What follows belongs to an exercise in optimizing a design on an open flow for small area; a production flow would make more cautious choices.
The RTL was checked by simulation tests, not by an equivalence proof against the original design.
The clock port is modelled as an ideal driver, which makes a skipped or thinned clock tree look cheaper than it is; a real chip needs a root buffer or a tree.
No activity file was given, so power comes from the tool's default toggle rates.

## Zad_8_1
module Zad_8_1(
       input logic [15:0] input0,
       output logic [23:0] output0,
       input logic clk,
       input logic rst,
       input logic start,
       output logic ready
    );
Size: ~140 cells after synthesis, roughly 44 I/O pins, roughly 1900 µm² of cells after synthesis.
==> module Zad_8_1, before the edit <==
module Zad_8_1(
       input logic [15:0] input0,
       output logic [23:0] output0,
       input logic clk,
       input logic rst,
       input logic start,
       output logic ready
    );
logic [17:0] r;      
logic [17:0] g;      
logic [17:0] dr;     
logic [2:0] ph;      
logic init;          
logic sub;           
logic shr, shg;      
logic cn;            
logic p0, p5, hi, ge3;
logic [2:0] din, op, sum, gin;
logic [3:0] k;
assign p0 = ~ph[2] & ~ph[1] & ~ph[0];
assign p5 = ph[2] & ~ph[1] & ~ph[0];
assign hi  = (dr[15:2] == 14'd0);        
assign ge3 = ~hi | (dr[1] & dr[0]);      
assign din = init ? {p0 & ge3, 2'b00} : {r[1:0], shr};
assign gin = init ? {2'b00, p0}       : {g[1:0], p0 ? sub : shg};
assign op  = dr[2:0] ^ {3{sub}};
assign k[0] = ~cn;
genvar i;
generate for (i = 0; i < 3; i++) begin : g_add
    assign sum[i] = din[i] ^ op[i] ^ k[i];
    assign k[i+1] = (din[i] & op[i]) | (din[i] & k[i]) | (op[i] & k[i]);
end endgenerate
assign ready = ~init & p0 & g[17];
always_ff @(posedge clk) begin
    r   <= {sum, r[17:3]};
    g   <= {gin, g[17:3]};
    dr  <= start ? {2'b00, input0} : {dr[2:0], dr[17:3]};
    shr <= r[2] & ~p5;                   
    shg <= g[2];
    if (start)   cn <= 1'b0;
    else if (p5) cn <= sum[2];
    else         cn <= ~k[3];
    if (start)   sub <= 1'b1;
    else if (p5) sub <= ~sum[2];
    if (rst)        ph <= 3'b010;
    else if (start) ph <= 3'b000;
    else if (ready) ph <= 3'b010;
    else            ph <= {ph[1:0], ~ph[2]};
    if (start)   init <= 1'b1;
    else if (p5) init <= 1'b0;
end
assign output0 = {{4{hi & ~dr[1] & ~dr[0]}}, hi & ~dr[1], hi & ~dr[0], g[16:0], sub};
endmodule
clock: 7.0 ns
lec_check: 0
cap_margin: 20
core_area: 2 2 60 60
die_area: 0 0 62 62
place_density: 0.9
slew_margin: 20
standard.sh (not shown) runs the stock make flow with config.mk's settings and CLKGATE_MAP_FILE= SYNTH_SCRIPT=/design/flow/synth_recipe.tcl, a recipe that flattens the netlist after the stock synthesis.
==> flow/flow/run.sh <==
#!/bin/bash
# The standard layout (standard.sh) with these changes:
# - buf_1 cells as the port buffers;
# - synthesis's upsized logic cells set back to drive 1 after floorplan (downsize.tcl);
# - a one-level clock distribution (clkb.tcl) in place of TritonCTS;
# - power recovery (downsizing off the critical paths) after global routing.
# make's output goes to standard.log; each ORFS step keeps its own log under orfs/logs.
export OWN_FLOW_DIR=$(pwd)/flow
export BUFFER_PORTS_ARGS="-buffer_cell sky130_fd_sc_hd__buf_1"
export POST_FLOORPLAN_TCL=$OWN_FLOW_DIR/downsize.tcl
export PRE_CTS_TCL=$OWN_FLOW_DIR/cts_pre.tcl
export CLK_NBUF=2
export CLK_BUF=sky130_fd_sc_hd__buf_12
export RECOVER_POWER=100
bash standard.sh > standard.log 2>&1
Other scripts of this flow, unchanged in this note and not shown: flow/flow/clkb.tcl, flow/flow/cts_pre.tcl, flow/flow/downsize.tcl
Next try:
==> flow/design.v (replaced) <==
`timescale 1ns / 1ps
module Zad_8_1(
       input logic [15:0] input0,
       output logic [23:0] output0,
       input logic clk,
       input logic rst,
       input logic start,
       output logic ready
    );
logic [35:0] w;      
logic [17:0] dr;     
logic [2:0] ph;      
logic init;          
logic sub;           
logic sh;            
logic c;             
logic p0, p2, p3, p5, rph, shin, hi, ge3;
logic [5:0] din, op, sum;
logic [6:0] k;
assign p0  = ~ph[2] & ~ph[1] & ~ph[0];
assign p3  = ph[2] & ph[1] & ph[0];
assign p2  = ~ph[2] & ph[1] & ph[0];
assign p5  = ph[2] & ~ph[1] & ~ph[0];
assign rph = ph[2];                      
assign hi  = (dr[15:2] == 14'd0);        
assign ge3 = ~hi | (dr[1] & dr[0]);      
assign shin = p0 ? sub : sh;              
assign din = {w[4:2] & {3{~init}}, (w[1] & ~init) | (p3 & ge3 & init), w[0] & ~init, shin};
assign op  = {6{rph}} & (dr[5:0] ^ {6{sub}});
assign k[0] = c;
genvar i;
generate for (i = 0; i < 6; i++) begin : g_add
    assign sum[i] = din[i] ^ op[i] ^ k[i];
    assign k[i+1] = (din[i] & op[i]) | (din[i] & k[i]) | (op[i] & k[i]);
end endgenerate
assign ready = ~init & p0 & w[17];
always_ff @(posedge clk) begin
    w  <= {sum, w[35:6]};
    dr <= start ? {2'b00, input0} : {dr[5:0], dr[17:6]};
    sh <= w[5] & ~init;                  
    c  <= start ? 1'b0 : p2 ? sub : (k[6] & ~p5);
    if (rst)        ph <= 3'b010;
    else if (start) ph <= 3'b000;
    else if (ready) ph <= 3'b010;
    else            ph <= {ph[1:0], ~ph[2]};
    if (start)   init <= 1'b1;
    else if (p5) init <= 1'b0;
    if (start)   sub <= 1'b1;
    else if (p5) sub <= ~sum[5];
end
assign output0 = {{4{hi & ~dr[1] & ~dr[0]}}, hi & ~dr[1], hi & ~dr[0], w[16:0], sub};
endmodule
What happened: The changed run produced a clean layout. Global-route usage came out higher by 2.0 points. Combinational power decreases by about 4%. Synthesized cell count rises by 13%. Worst setup slack loses 0.53 ns. Register-to-register slack got worse by 1.1 ns. Clock power fell by about 3%. Sequential cell count is lower by 1. First-iteration DRC count rose to 2.7 times its value. Die area is unchanged. Cell area came out higher by 6.3%. Sequential share of layout area drops by 4.7 points. Cell count went up by 7.6%. Synthesized area came out higher by 8.1%. Sequential power decreases by 8.6%.
In every run of this note, the design's own scripts or RTL, not TritonCTS, make the clock network.

==> separate check: timing with driven ports <==
No port has a modelled driver above. Below, the same layouts with a new extraction and two added sets of constraints. Step 1 (the two cells are an assumption about what drives the block):
set clk [get_ports {clk}]
set_driving_cell -lib_cell sky130_fd_sc_hd__clkbuf_16 $clk
set_driving_cell -lib_cell sky130_fd_sc_hd__buf_2 [delete_from_list [all_inputs] $clk]
Step 2 times the ports against the registers' clock, not the clock port: input delays grow and output delays shrink by t, the midpoint of the rising clock arrivals with the driver on. a / b / c = no drivers / after step 1 / after step 2; a / b = the first two.
run	t, ns	slack for setup (ns)	worst setup path after step 2
the first run	0.183	4.016 / 3.970 / 4.153	register to output
the second run	0.185	3.488 / 3.488 / 3.488	register to register
After both steps setup and hold are still met in every run listed.
